From an optimization exercise on the open Yosys and OpenROAD flow, aimed at small area; shortcuts taken in it are not production practice.
In this exercise RTL edits were held to simulation tests only and were not proved equivalent to the original.
Power and IR drop assume default switching activity.

==> flow/design.v <==
`timescale 1ns / 1ps
module clk_gen(
  input  clk,
   input  rst,
   input  ce,
   output o_clk,
   output o_tick
 );
 parameter WIDTH = 3;
 parameter N     = 6;
 reg [WIDTH-1:0] cnt_p;
 reg             clk_p;
 assign o_clk  = clk_p;
 assign o_tick = ce & (cnt_p == (N-1));
 always@(posedge clk) begin
   if (rst)
     cnt_p <= 0;
   else if (ce) begin
     if (cnt_p == (N-1))
       cnt_p <= 0;
     else
       cnt_p <= cnt_p + 1;
   end
 end
 always@(posedge clk) begin
   if (rst) 
     clk_p <= 1;
   else if (ce) begin
     if (cnt_p < (N>>1))
       clk_p <= 1;
     else
       clk_p <= 0;    
   end
 end
 endmodule
module counter60 (
  input            clk,
  input            rst,
  input            ce,
  input            clr,
  input            load,
  input            en,
  input      [3:0] d0,
  input      [2:0] d1,
  output reg [3:0] q0,
  output reg [2:0] q1,
  output           co
);
assign co = q1[2] & q1[0] & q0[3] & q0[0];  
always@(posedge clk) begin
  if (rst) begin
    q0 <= 0;
    q1 <= 0;
  end
  else if (!ce) begin
    q0 <= q0;
    q1 <= q1;
  end
  else if (clr) begin
    q0 <= 0;
    q1 <= 0;
  end
  else if (load) begin
    q0 <= d0;
    q1 <= d1;
  end
  else if (en) begin
    if (q0 == 9) begin
      q0 <= 0;
      if (q1 == 5) 
        q1 <= 0;
      else
        q1 <= q1 + 1;
    end
    else 
      q0 <= q0 + 1;
  end 
  else begin
    q0 <= q0;
    q1 <= q1;
  end
end
endmodule
module counter24 (
  input            clk,
  input            rst,
  input            ce,
  input            clr,
  input            load,
  input            en,
  input      [3:0] d0,
  input      [1:0] d1,
  output reg [3:0] q0,
  output reg [1:0] q1,
  output           co
);
assign co = q0[1] & q0[0] & q1[1];  
always@(posedge clk) begin
  if (rst) begin
    q0 <= 0;
    q1 <= 0;
  end
  else if (!ce) begin
    q0 <= q0;
    q1 <= q1;
  end
  else if (clr) begin
    q0 <= 0;
    q1 <= 0;
  end
  else if (load) begin
    q0 <= d0;
    q1 <= d1;
  end
  else if (en) begin
    if (q0 == 9) begin
      q0 <= 0;
      q1 <= q1 + 1;
    end
    else if (q1 == 2 & q0 == 3) begin  
      q1 <= 0;
      q0 <= 0;
    end 
    else 
      q0 <= q0 + 1;
  end
  else begin
    q0 <= q0;
    q1 <= q1;
  end
end
endmodule
module clock (
  input        clk, 
  input        ce,  
  input        en,  
  input        clr, 
  input        load,
  input  [3:0] sd0, 
  input  [2:0] sd1, 
  input  [3:0] md0, 
  input  [2:0] md1, 
  input  [3:0] hd0, 
  input  [1:0] hd1,   
  output [3:0] sq0,
  output [2:0] sq1,
  output [3:0] mq0, 
  output [2:0] mq1, 
  output [3:0] hq0, 
  output [1:0] hq1, 
  output       co   
);
wire       w_clr;
wire [3:0] w_md0; 
wire [2:0] w_md1;
reg  [3:0] w_hd0;
reg  [1:0] w_hd1;
wire       w_sco;  
wire       w_mco;  
wire       w_hco;  
counter60 sec (
  .clk(clk),
  .rst(clr),
  .ce(ce),
  .load(load),
  .clr(w_clr),
  .en(en),
  .d0(sd0),
  .d1(sd1),
  .q0(sq0),
  .q1(sq1),
  .co(w_sco)
);
counter60 min (
  .clk(clk),
  .rst(clr),
  .ce(ce),
  .load(load),
  .clr(w_clr),
  .en(en & w_sco),
  .d0(w_md0),
  .d1(w_md1),
  .q0(mq0),
  .q1(mq1),
  .co(w_mco)
);
counter24 hour (
  .clk(clk),
  .rst(clr),
  .ce(ce),
  .load(load),
  .clr(w_clr),
  .en(en & w_mco & w_sco),
  .d0(w_hd0),
  .d1(w_hd1),
  .q0(hq0),
  .q1(hq1),
  .co(w_hco)
);
assign w_clr = co;
assign co    = w_hco & w_mco & w_sco;
assign w_md0 = (!load) ? 0 :
               (md0 < 10) ? md0 : 9;
assign w_md1 = (!load) ? 0 : 
               (md1 < 6)  ? md1 : 5;
always@(load or hd0 or hd1) begin
  if (!load) begin
    w_hd0 = 0;
    w_hd1 = 0;
  end
  else begin
    if (hd1 <= 1) begin  
      w_hd1 = hd1;
      if (hd0 < 10)
        w_hd0 = hd0;
      else
        w_hd0 = 9;
    end
    else begin  
      w_hd1 = 2;
      if (hd0 < 4)
        w_hd0 = hd0;
      else
        w_hd0 = 3;
    end
  end
end                        
endmodule
`timescale 1ns / 1ps
module SetTime(
    input clk,
    input ce,
    input en,
	input clr,
    input mp,
    input hp,
    output reg [3:0] mq0,
    output reg [2:0] mq1,
    output reg [3:0] hq0,
    output reg [1:0] hq1
    );
always@( posedge clk ) begin
  if (clr) begin
    mq0 <= 0;
    mq1 <= 0;
	hq0 <= 0;
    hq1 <= 0;
  end
  else if (ce & en) begin
    if ( mp ) begin
	  if (mq0 == 9) begin
        mq0 <= 0;
        if (mq1 == 5)
		  mq1 <= 0;
        else 
		  mq1 <= mq1 + 1;
      end
      else begin
        mq0 <= mq0 + 1;
	  end
	end
	else if ( hp ) begin
	  if (hq0 == 9) begin
        hq0 <= 0;
        hq1 <= hq1 + 1;
      end
      else if (hq1 == 2 & hq0 == 3) begin  
        hq1 <= 0;
        hq0 <= 0;
      end 
      else begin 
        hq0 <= hq0 + 1;
	  end
    end
  end
end
endmodule
`timescale 1ns / 1ps
module AlarmClock(
    input clk,
    input ce,
    input [3:0] sw_en,
    input clr,
    input mp,
    input hp,
	input [1:0] sw_ouput,
	output [3:0] mq0,
    output [2:0] mq1,
    output [3:0] hq0,
    output [1:0] hq1
    );
	wire [3:0] w_acmq0[0:3] ;
    wire [2:0] w_acmq1[0:3] ;
    wire [3:0] w_achq0[0:3] ;
    wire [1:0] w_achq1[0:3] ;
    wire [1:0] sw_ena ;
	assign sw_ena = ( sw_en == 4'b1000 ) ? 2'd3 :
                   	( sw_en == 4'b0100 ) ? 2'd2 :
	                ( sw_en == 4'b0010 ) ? 2'd1 : 2'd0 ;
	assign mq0 = ( sw_en != 4'b0000 ) ? w_acmq0[sw_ena] : w_acmq0[sw_ouput] ;
	assign mq1 = ( sw_en != 4'b0000 ) ? w_acmq1[sw_ena] : w_acmq1[sw_ouput] ;
	assign hq0 = ( sw_en != 4'b0000 ) ? w_achq0[sw_ena] : w_achq0[sw_ouput] ;
	assign hq1 = ( sw_en != 4'b0000 ) ? w_achq1[sw_ena] : w_achq1[sw_ouput] ;
SetTime ac0( 
    .clk( clk ),
    .ce( ce ),
    .en( sw_en[0] ),
	.clr( clr ),
    .mp( mp ),
    .hp( hp ),
    .mq0(w_acmq0[0]),
    .mq1(w_acmq1[0]),
    .hq0(w_achq0[0]),
    .hq1(w_achq1[0])
) ;
SetTime ac1( 
    .clk( clk ),
    .ce( ce ),
    .en( sw_en[1] ),
	.clr( clr ),
    .mp( mp ),
    .hp( hp ),
    .mq0(w_acmq0[1]),
    .mq1(w_acmq1[1]),
    .hq0(w_achq0[1]),
    .hq1(w_achq1[1])
) ;
SetTime ac2( 
    .clk( clk ),
    .ce( ce ),
    .en( sw_en[2] ),
	.clr( clr ),
    .mp( mp ),
    .hp( hp ),
    .mq0(w_acmq0[2]),
    .mq1(w_acmq1[2]),
    .hq0(w_achq0[2]),
    .hq1(w_achq1[2])
) ;
SetTime ac3( 
    .clk( clk ),
    .ce( ce ),
    .en( sw_en[3] ),
	.clr( clr ),
    .mp( mp ),
    .hp( hp ),
    .mq0(w_acmq0[3]),
    .mq1(w_acmq1[3]),
    .hq0(w_achq0[3]),
    .hq1(w_achq1[3])
) ;
endmodule
`timescale 1ns / 1ps
module disp( seg, an, sel, hex );
input	 [3:0]	hex;
input	 [3:0]	sel;	
output reg	[7:0] seg;
output [3:0] an;
assign	an = sel;
always @(*) begin
  case (hex)
       4'b0001 : seg = 8'b11111001;   	 
       4'b0010 : seg = 8'b10100100;   	 
       4'b0011 : seg = 8'b10110000;   	 
       4'b0100 : seg = 8'b10011001;   	 
       4'b0101 : seg = 8'b10010010;   	 
       4'b0110 : seg = 8'b10000010;   	 
       4'b0111 : seg = 8'b11111000;   	 
       4'b1000 : seg = 8'b10000000;   	 
       4'b1001 : seg = 8'b10010000;   	 
       4'b1010 : seg = 8'b10001000;   	 
       4'b1011 : seg = 8'b10000011;   	 
       4'b1100 : seg = 8'b11000110;  	 
       4'b1101 : seg = 8'b10100001;   	 
       4'b1110 : seg = 8'b10000110;   	 
       4'b1111 : seg = 8'b10001110;   	 
       default : seg = 8'b11000000;   	 
   endcase
end   
endmodule
`timescale 1ns / 1ps
module digi_clock ( clk, sw, btn, seg, Led, an );
input clk ;
input [7:0] sw ;
input [3:0] btn ;
output [4:1] Led ;
output [7:0]	seg;
output [3:0]	an;
reg [3:0]	disphex;
reg [3:0]	sel;
wire sw_mshm, sw_setTime, sw_ringmode, sw_ring ;
wire [3:0] sw_en ;
assign sw_setTime = sw[7] ;
assign sw_ringmode = sw[6] ;
assign sw_ring = sw[5] ;
assign sw_en = { sw[4], sw[3], sw[2], sw[1] } ;
assign sw_mshm = sw[0] ;
wire	rst, load, hp, mp ;
assign	rst = btn[3] ;
assign	load = btn[2] ;
assign	hp = btn[1] ;
assign	mp = btn[0] ;
wire [3:0] w_sq0;
wire [2:0] w_sq1;
wire [3:0] w_mq0;
wire [2:0] w_mq1;
wire [3:0] w_hq0;
wire [1:0] w_hq1;
wire	tick_01;
clk_gen	#(2,4) div_5M(
  .clk	(clk),
  .rst	(rst),
  .ce	(1'b1),
  .o_clk	(),
  .o_tick	(tick_01)
 );
wire	tick_10;
clk_gen	#(7,100) div_100(
  .clk	(clk),
  .rst	(rst),
  .ce	(tick_01),
  .o_clk	(),
  .o_tick	(tick_10)
 );
wire	clk_5;
clk_gen	#(1,2) div_2(
  .clk	(clk),
  .rst	(rst),
  .ce	(tick_10),
  .o_clk	(clk_5),
  .o_tick	()
 );
wire	tick_1;
clk_gen	#(10,1000) div_10(
  .clk	(clk),
  .rst	(rst),
  .ce	(tick_01),
  .o_clk	(),
  .o_tick	(tick_1)
 );
wire [3:0] w_setmq0;
wire [2:0] w_setmq1;
wire [3:0] w_sethq0;
wire [1:0] w_sethq1;
SetTime setT( 
    .clk( clk ),
    .ce( tick_10 ),
    .en( sw_setTime ),
	.clr( rst ),
    .mp( mp ),
    .hp( hp ),
    .mq0(w_setmq0),
    .mq1(w_setmq1),
    .hq0(w_sethq0),
    .hq1(w_sethq1)
) ;
clock c1 (
  .clk(clk),
  .ce(tick_1),
  .en(1'b1),      
  .clr(rst),     
  .load( sw_setTime & load ),    
  .sd0(4'd0),       
  .sd1(3'd0),       
  .md0(w_setmq0),    
  .md1(w_setmq1),    
  .hd0(w_sethq0),   
  .hd1(w_sethq1),  
  .sq0(w_sq0),      
  .sq1(w_sq1),      
  .mq0(w_mq0),      
  .mq1(w_mq1),      
  .hq0(w_hq0),      
  .hq1(w_hq1),       
  .co()
);
wire [1:0] w_sw_ouput;
wire [3:0] w_acmq0;
wire [2:0] w_acmq1;
wire [3:0] w_achq0;
wire [1:0] w_achq1;
AlarmClock ac ( 
    .clk( clk ),
    .ce( tick_10 ),
    .sw_en( sw_en ),
	.clr( rst ),
    .mp( mp ),
    .hp( hp ),
	.sw_ouput( w_sw_ouput ),
	.mq0(w_acmq0),
    .mq1(w_acmq1),
    .hq0(w_achq0),
    .hq1(w_achq1)
) ;
wire w_ringing, w_ringmode ;
assign w_ringmode = sw_ringmode ? clk_5 : 1'b1 ;
assign w_ringing = ( sw_en == 4'b0000 ) && ( sw_ring & w_ringmode ) && 
				   ( w_mq0 == w_acmq0 ) && ( w_mq1 == w_acmq1 ) && ( w_hq0 == w_achq0 ) && ( w_hq1 == w_achq1 ) ;
assign Led[1] = ( w_sw_ouput == 2'd0 ) && w_ringing ;
assign Led[2] = ( w_sw_ouput == 2'd1 ) && w_ringing ;
assign Led[3] = ( w_sw_ouput == 2'd2 ) && w_ringing ;
assign Led[4] = ( w_sw_ouput == 2'd3 ) && w_ringing ;
reg	[1:0]	cnt ;
assign w_sw_ouput = cnt ;
always @(posedge clk)
begin
if(rst) begin
	cnt <= 2'd0;
end
else if(tick_01) begin
	cnt <= cnt + 1'b1;
end
end
reg [3:0] tmphex0, tmphex1, tmphex2, tmphex3 ;
always @(*)
begin
    if ( sw_setTime ) begin
		tmphex0 = w_setmq0 ;
		tmphex1 = { 1'b0, w_setmq1 } ;
		tmphex2 = w_sethq0 ;
		tmphex3 = { 2'b00, w_sethq1 } ;
	end
    else if ( sw[4] | sw[3] | sw[2] | sw[1] ) begin
		tmphex0 = w_acmq0 ;
		tmphex1 = { 1'b0, w_acmq1 } ;
		tmphex2 = w_achq0 ;
		tmphex3 = { 2'b00, w_achq1 } ;
	end
	else begin
		tmphex0 = sw_mshm ? w_sq0 : w_mq0 ;
        tmphex1 = { 1'b0, ( sw_mshm ? w_sq1 : w_mq1 ) }  ;
        tmphex2 = sw_mshm ? w_mq0 : w_hq0 ;
        tmphex3 = sw_mshm ? { 1'b0, w_mq1 } : { 2'b00, w_hq1 } ;
	end
	case(cnt)
	2'd0: sel = 4'b1110;
	2'd1: sel = 4'b1101;
	2'd2: sel = 4'b1011;
	2'd3: sel = 4'b0111;
	default: sel = 4'b1110;
	endcase
	case(cnt)
	2'd0: disphex = tmphex0 ;
	2'd1: disphex = tmphex1 ;
	2'd2: disphex = tmphex2 ;
	default: disphex = tmphex3 ;
	endcase
end
disp seg_disp( .seg(seg), .an(an), .sel(sel), .hex(disphex));
endmodule
==> flow/run.sh <==
#!/bin/bash
# synth_recipe.tcl (not shown) runs the flow's synth.tcl, then flattens the netlist and writes it again
# the make line also repeats each setting of config.mk as NAME=value (left out here)
make -C /OpenROAD-flow-scripts/flow DESIGN_CONFIG=/design/flow/config.mk WORK_HOME=/design/flow/orfs CLKGATE_MAP_FILE= SYNTH_SCRIPT=/design/flow/synth_recipe.tcl finish
==> flow/config.mk <==
export PLATFORM = sky130hd
export DESIGN_NAME = digi_clock
export DESIGN_NICKNAME = digi_clock
export VERILOG_FILES = /design/flow/design.v
export SDC_FILE = /design/flow/constraint.sdc
export NUM_CORES = 4
export LEC_CHECK = 0
export CAP_MARGIN = 20
export CORE_MARGIN = 2
export CORE_UTILIZATION = 40
export SLEW_MARGIN = 20
==> flow/constraint.sdc <==
create_clock -name core_clock -period 10.0 [get_ports {clk}]
set_input_delay 2.0000 -clock core_clock [delete_from_list [all_inputs] [get_ports {clk}]]
set_output_delay 2.0000 -clock core_clock [all_outputs]
set_load 0.01 [all_outputs]
==> impl_metrics.ini, run 1 <==
[sta]
slew_viol_final = 0
timing.hold.ws_ns = 0.444
fin_skew_ns = 0.0112
timing.final.hold_violations = 0
fmax_ghz = 0.120
tns_ns = 0
finalCritPeriodShare_pct = 83.1
tightest_slew_ns = 1.07
setup_viol = 0
slew_headroom_pct = 28.2
rsz0062_at_grt = no
final.min_clock_period_ns = 8.31

[layout]
largest_register = div_10.cnt_p
area_growth_syn_to_layout_pct = 9.31
largest_reg_flops = 10
final_common_cell = nor2_1
top_regs = div_10.cnt_p x10, div_100.cnt_p x7
drive_gt1_share_pct = 4.74
fillers = 1849
final_cell_mix = nor2_1, dfxtp_1, nand2_1
insertedDiodeCount = 0
finish.net_count = 1015

[global_route]
gr-usage-met1_pct = 30.1
grt_use_total_pct = 20.8
antenna_found_initial = 0
grt_use_met3_pct = 3.65
grt_pass1_vias = 6183
use_met2_pct = 31.6
grt_start_max_net_pins = 96
grt_overflow = 0
grt.busiest_layer = met2
grt_pass1_wl_um = 33200

[place]
io_buffers = 27
gp_congestion = 0.963
post-dp-hpwl_um = 14500

[synth]
synthArstFlopShare_pct = 0
ys_ff_latch = 108
synth_edf_count = 0
syn_inst = 982
synth_fp_nets = 1032
seq_area_frac_synth_pct = 29.3
synth_area_per_cell_um2 = 7.51
yosysWarnings = 11
synth_top_flop_cell = dfxtp_1
yosys.cell_types.count = 64
netlist_area_um2 = 7380

[die]
die_w_um = 140
initial_core_util_pct = 40.9
coreArea_um2 = 18000
ios = 29
rows = 49
die-area_um2 = 19500
die_h_um = 140

[clocking]
post_cts_resized = 0
clockBufferDepth = 2
clock-sinks = 108
cts_buffers = 9
worstSkewPairLatency_ns = 0.37
htreeDepth = 3
clk_pin_slew_ns = 0.08
hold_buffers = 0
cts-root-buf = clkbuf_16
tritoncts = built
postCtsSetupRepairBufs = 0

[drt]
antenna_left = 0
drt-initial-drc-count = 741
wire_per_inst_um = 16.8
drc = 0
dr.pass1.iters = 6
wl_um = 20200
vias_per_cell = 5.84
num_vias = 6997

[min_path]
holdPathEnd = div_5M.cnt_p[0]
whs_path_depth = 1
min_from = div_5M.cnt_p[0]
hp-class = register to register

[setup_path]
crit_type = input port to primary output
crit_required_ns = 8.00
worstSetupStartpoint = sw[2]
r2r-start = div_5M.cnt_p[0]
rrSetupSlack_ns = 7.12
setup.worst_path.end_class = primary output
worstPathArrival_ns = 6.31
regToRegEndpoint = ac.ac3.hq0[3]
r2r_cells = 8
startpoint_type = input port
critical_path.max_fanout = 35

[power]
power.density_nw_per_um2 = 110
power.leakage_uw = 0.00279
max-vdd-ir-drop_uv = 78.3

[run]
drv_cap = 0

[outcome]
outcome = timing/DRC/antenna clean
-- cell usage after synthesis, types with 20 or more instances --
cell type    n  area (um2)
nor3_1      42         210
nor2b_1     26         163
o21ai_0     40         200
nand2_1     83         312
dfxtp_1    108        2160
nor3b_1     20         150
mux2i_1     26         260
clkbuf_1    55         206
inv_1       44         165
xor2_1      20         175
nand3_1     35         175
ha_1        37         463
a222oi_1    20         200
a21oi_1     79         395
nor2_1     128         480
-- layout make-up --
| class | instances | area, um2 | area share, % |
|---|---|---|---|
| tap | 229 | 287 | 3.55 |
| sequential | 108 | 2160 | 26.8 |
| inverter | 44 | 165 | 2.05 |
| clock buffer | 9 | 225 | 2.79 |
| clock inverter | 7 | 83.8 | 1.04 |
| multi-input combinational | 766 | 4810 | 59.6 |
| timing repair buffer | 36 | 335 | 4.16 |
-- metal layers --
layer,up-vias,routed length (um)
met4,0,375
li1,3484,-
met3,33,1100
met2,201,8720
met5,-,0
met1,3279,9970
-- per-stage QoR --
step | power (uW) | setup slack (ns) | instances | util (%) | cell area [um2]
6_report | 889 | 1.69 | 1199 | 44.7 | 8070
5_1_grt | 925 | 1.45 | 1199 | 44.7 | 8070
4_1_cts | 899 | 1.70 | 1199 | 44.7 | 8070
3_5_place_dp | 523 | 1.71 | 1183 | 43.0 | 7760
3_3_place_gp | 523 | 1.81 | 1183 | 43.0 | 7760
2_1_floorplan | 499 | 3.18 | 982 | - | 7380
-- critical path: stages --
cell and delay, ns:
clkdlybuf4s50_1 0.45, buf_4 0.32, or4b_4 0.53, o21a_1 0.26, a222oi_1 0.63, a211oi_1 0.09
or4_1 0.55, nand2_1 0.18, inv_1 0.10, ha_1 0.23, nor2b_1 0.16, mux2_2 0.32
clkdlybuf4s50_1 0.47
-- cell families after synthesis --
| logic type | Yosys count | share of synthesized area (%) |
|---|---|---|
| AO/OA/AOI/OAI | 228 | 20.3 |
| XOR/XNOR | 39 | 4.63 |
| adder cells (fa/ha/maj) | 37 | 6.27 |
| buffers and inverters | 108 | 5.70 |
| flip-flops | 108 | 29.3 |
| multiplexers | 30 | 4.14 |
| other | 1 | 0.0508 |
| AND/OR/NAND/NOR | 431 | 29.6 |
-- worst max path at each step --
stage | to | cells past startpoint
global route | seg[1] | 13
detailed placement | seg[1] | 13
global placement | seg[1] | 13
floorplan | seg[1] | 12
finish | seg[1] | 13
CTS | seg[1] | 13
-- where the power goes --
part	leakage (uW)	switching (uW)	total, uW	internal [uW]
registers	0.000870	1.75	433	432
clock network	0.000152	195	376	181
logic	0.00177	51.9	80.1	28.2
total	0.00279	249	889	641
==> run 2: changes to the inputs <==
==> flow/design.v (replaced) <==
`timescale 1ns / 1ps
module digi_clock ( clk, sw, btn, seg, Led, an );
input clk ;
input [7:0] sw ;
input [3:0] btn ;
output [4:1] Led ;
output [7:0] seg ;
output [3:0] an ;
wire rst  = btn[3] ;
wire load = btn[2] ;
wire hp   = btn[1] ;
wire mp   = btn[0] ;
reg [8:0] t ;
wire tick10 = t[8] & t[7] & t[3] & t[2] & t[1] & t[0] ;    
always @(posedge clk)
  if (rst | tick10) t <= 9'd0 ;
  else              t <= t + 9'd1 ;
wire [1:0] cnt = t[3:2] ;
reg [3:0] d ;
wire d_last = d[3] & d[0] ;             
wire tick1  = tick10 & d[3] & d[0] & ~d[1] ;
always @(posedge clk)
  if (rst)          d <= 4'b1011 ;
  else if (tick10)  d <= d_last ? {3'b000, d[1]} : d + 4'd1 ;
wire blink = d[0] ;
reg [5:0] rm [0:4] ;    
reg [4:0] rh [0:4] ;
wire [4:0] ren = {sw[4:1], sw[7]} ;
integer k ;
always @(posedge clk)
  for (k = 0; k < 5; k = k + 1)
    if (rst) begin
      rm[k] <= 6'd0 ;
      rh[k] <= 5'd0 ;
    end
    else if (tick10 & ren[k]) begin
      if (mp)
        rm[k] <= (rm[k][5] & rm[k][4] & rm[k][3] & rm[k][1] & rm[k][0]) ? 6'd0 : rm[k] + 6'd1 ;
      else if (hp)
        rh[k] <= (rh[k][4] & rh[k][2] & rh[k][1] & rh[k][0]) ? 5'd0 : rh[k] + 5'd1 ;
    end
reg [5:0] cs, cm ;
reg [4:0] ch ;
wire s59 = cs[5] & cs[4] & cs[3] & cs[1] & cs[0] ;
wire m59 = cm[5] & cm[4] & cm[3] & cm[1] & cm[0] ;
wire h23 = ch[4] & ch[2] & ch[1] & ch[0] ;
always @(posedge clk)
  if (rst | (tick1 & s59 & m59 & h23)) begin
    cs <= 6'd0 ; cm <= 6'd0 ; ch <= 5'd0 ;
  end
  else if (tick1) begin
    if (sw[7] & load) begin
      cs <= 6'd0 ; cm <= rm[0] ; ch <= rh[0] ;
    end
    else begin
      cs <= s59 ? 6'd0 : cs + 6'd1 ;
      if (s59) begin
        cm <= m59 ? 6'd0 : cm + 6'd1 ;
        if (m59) ch <= ch + 5'd1 ;
      end
    end
  end
wire any_en = |sw[4:1] ;
wire [1:0] a_sel = any_en ? ( sw[4:1] == 4'b1000 ? 2'd3 :
                              sw[4:1] == 4'b0100 ? 2'd2 :
                              sw[4:1] == 4'b0010 ? 2'd1 : 2'd0 ) : cnt ;
wire [5:0] am = rm[a_sel + 3'd1] ;
wire [4:0] ah = rh[a_sel + 3'd1] ;
wire ring = ~any_en & sw[5] & (blink | ~sw[6]) & (am == cm) & (ah == ch) ;
assign Led[1] = ring & (cnt == 2'd0) ;
assign Led[2] = ring & (cnt == 2'd1) ;
assign Led[3] = ring & (cnt == 2'd2) ;
assign Led[4] = ring & (cnt == 2'd3) ;
wire [5:0] lo = sw[7] ? rm[0] : any_en ? am : sw[0] ? cs : cm ;
wire [5:0] hi = sw[7] ? {1'b0, rh[0]} : any_en ? {1'b0, ah} : sw[0] ? cm : {1'b0, ch} ;
wire [5:0] v  = cnt[1] ? hi : lo ;
reg [3:0] hex ;
always @(*) begin
  if (cnt[0]) hex = v / 6'd10 ;
  else        hex = v % 6'd10 ;
end
assign an = ~(4'b0001 << cnt) ;
reg [6:0] sg ;
always @(*)
  case (hex)
    4'd1: sg = 7'b1111001 ;
    4'd2: sg = 7'b0100100 ;
    4'd3: sg = 7'b0110000 ;
    4'd4: sg = 7'b0011001 ;
    4'd5: sg = 7'b0010010 ;
    4'd6: sg = 7'b0000010 ;
    4'd7: sg = 7'b1111000 ;
    4'd8: sg = 7'b0000000 ;
    4'd9: sg = 7'b0010000 ;
    default: sg = 7'b1000000 ;
  endcase
assign seg = {1'b1, sg} ;
endmodule
--- a/flow/config.mk
+++ b/flow/config.mk
@@ -5,6 +5,7 @@
 export SDC_FILE = /design/flow/constraint.sdc
 export NUM_CORES = 4
 export LEC_CHECK = 0
+export ABC_AREA = 1
 export CAP_MARGIN = 20
 export CORE_MARGIN = 2
 export CORE_UTILIZATION = 40
==> impl_metrics.ini, run 2 <==
[drt]
wl_um = 14800
drt-initial-drc-count = 458
num_vias = 5415
vias_per_cell = 5.33
dr.pass1.iters = 5
wire_per_inst_um = 14.6
antenna_left = 0
drc = 0

[synth]
yosysWarnings = 3
ys_top_cells_by_count = nand2_1, inv_1, a21oi_1, dfxtp_1, nor2_1
synthArstFlopShare_pct = 0
syn_inst = 812
synth.most_common_cell = nand2_1
ys_ff_latch = 85
yosys.area.top_type_share_pct = 30.7
seq_area_frac_synth_pct = 30.7
synth_area_per_cell_um2 = 6.82
synth_edf_count = 0
netlist_area_um2 = 5540
yosysTopAreaCell = dfxtp_1
synth_top_flop_cell = dfxtp_1
yosys.cell_types.count = 56
synth_fp_nets = 843
synth_area_leaders = dfxtp_1, nand2_1, a21oi_1, inv_1, o21ai_0

[layout]
final_common_cell = nand2_1
insertedDiodeCount = 0
largest_reg_flops = 30
largest_register = rm
area_growth_syn_to_layout_pct = 14.1
fillers = 1351
final_cell_mix = nand2_1, inv_1, a21oi_1
top_regs = rm x30, rh x25, t x9
finish.net_count = 866
utilization_pct = 47.1
drive_gt1_share_pct = 10.8

[setup_path]
crit_type = input port to primary output
setup.worst_path.end_class = primary output
worstPathArrival_ns = 5.97
crit_required_ns = 8.00
slowest_stage = clkdlybuf4s50_1
startpoint_type = input port
worst_path_most_repeated_cell = nand2_1
critical_path.max_fanout = 12
cpPeakStageDelay_ns = 0.52

[global_route]
grt_use_total_pct = 21.2
grt_use_met3_pct = 3.60
use_met2_pct = 34.2
grt_start_max_net_pins = 35
grt_pass1_wl_um = 24500
grt.busiest_layer = met2
grt_pass1_vias = 5091
gr-usage-met1_pct = 28.3
grt_overflow = 0
antenna_found_initial = 0

[sta]
fmax_ghz = 0.126
timing.hold.ws_ns = 0.456
tns_ns = 0
slew_viol_final = 0
fin_skew_ns = 0.00671
rsz0062_at_grt = no
finalCritPeriodShare_pct = 79.7
setup_viol = 0
timing.final.hold_violations = 0
slew_headroom_pct = 48.0
tightest_slew_ns = 0.774
final.min_clock_period_ns = 7.97

[die]
die_w_um = 122
die-area_um2 = 14800
die_h_um = 122
ios = 29
rows = 42
initial_core_util_pct = 41.3
coreArea_um2 = 13400

[min_path]
hp-class = register to register

[clocking]
post_cts_resized = 0
tritoncts = built
clock-sinks = 85
cts_buffers = 9
htreeDepth = 3
worstSkewPairLatency_ns = 0.35
postCtsSetupRepairBufs = 0
hold_buffers = 0
cts-root-buf = clkbuf_16
clk_pin_slew_ns = 0.06
clockBufferDepth = 2

[power]
clock_power_share_pct = 46.6
max-vdd-ir-drop_uv = 90.7
p_seq_share_pct = 41.0
power.density_nw_per_um2 = 132
power.leakage_uw = 0.00244
comb_power_share_pct = 12.5
p_int_uw = 632
p_sw_uw = 200
p_sw_share_pct = 24.1

[place]
gp_congestion = 0.957
post-dp-hpwl_um = 11600
io_buffers = 27

[outcome]
outcome = timing/DRC/antenna clean

[run]
drv_cap = 0
run 2: changes by cell type after synthesis, sizes merged, moves of 26 or more:
cell    delta
mux2i     -26
nor2b     -26
nor2      -52
clkbuf    -44
nand2     +83
inv       +77
run 2: final cells by class:
class                           count  area, um2  area share [%]
Multi-Input combinational cell    588       3280            51.9
Tap cell                          176        220            3.49
Clock buffer                       11        243            3.84
Sequential cell                    85       1700            26.9
Inverter                          123        469            7.43
Timing Repair Buffer               28        298            4.71
Clock inverter                      5        108            1.70
run 2: critical path: cells and delay by family:
| family | cells | cell delay [ns] |
|---|---|---|
| and+or+nand+nor | 19 | 1.66 |
| AOI/OAI and AO/OA | 2 | 0.25 |
| adders and majority gates | 2 | 0.49 |
| buffers and inverters | 8 | 1.55 |
run 2: worst paths after layout:
kind / startpoint / endpoint / slack [ns] / cells after the start
worst max-delay path: sw[1] / seg[3] / 2.03 / 31
worst min-delay path: t[0] / t[0] / 0.46 / 1
worst max register to register: t[3] / ch[2] / 6.11 / 15
worst min register to register: t[0] / t[0] / 0.46 / 1
run 2: cells by family (layout without fill, tap and decap cells):
family                     after synthesis  count (layout)  share of synthesized area, %
adders and majority gates               18              18                          4.07
DFF                                     85              85                          30.7
other                                    1               1                        0.0677
AOI/OAI and AO/OA                      201             201                          20.9
buffers and inverters                  139             167                          10.1
and+or+nand+nor                        354             354                          31.9
xor gates and xnor gates                14              14                          2.21
run 2: through the flow:
step / area (um2) / std cells / worst slack (ns) / power (uW)
finish: 6320 / 1016 / 2.03 / 832
global placement: 5940 / 999 / 2.11 / 449
global route: 6320 / 1016 / 1.66 / 869
CTS: 6290 / 1015 / 2.01 / 841
floorplan: 5540 / 812 / 3.30 / 419
detailed placement: 5940 / 999 / 2.02 / 451
run 2: power by group through the flow:
stage	Clock, uW	Combinational, uW	Sequential (uW)
global route	413	115	341
floorplan	0	71.0	348
global placement	0	101	348
finish	388	104	341
detailed placement	0	102	348
CTS	398	103	341
run 2: metal layers:
layer,vias to the layer above,wire (um)
met1,2459,7110
met4,0,334
li1,2781,-
met5,-,0
met3,28,814
met2,147,6560

## what the ideal ports hide
In the flow no input, the clock included, has a driving cell. The finished layouts below were timed again as built, in two steps.
Step 1 (the two cells are an assumption about what drives the block):
set clk [get_ports {clk}]
set_driving_cell -lib_cell sky130_fd_sc_hd__clkbuf_16 $clk
set_driving_cell -lib_cell sky130_fd_sc_hd__buf_2 [delete_from_list [all_inputs] $clk]
Step 2 times the ports against the registers' clock, not the clock port: input delays grow and output delays shrink by t, the midpoint of the rising clock arrivals with the driver on.
a / b / c = ideal ports / drivers / drivers and shift; a / b = the first two.
run | t, ns | setup slack, ns | worst setup path after step 2 | worst slew at a driven data input, ns
run 1 | 0.408 | 1.687 / 1.665 / 1.665 | input to output | 0.05
run 2 | 0.382 | 2.034 / 2.012 / 2.012 | input to output | 0.03
After both steps setup and hold are still met in every run listed.
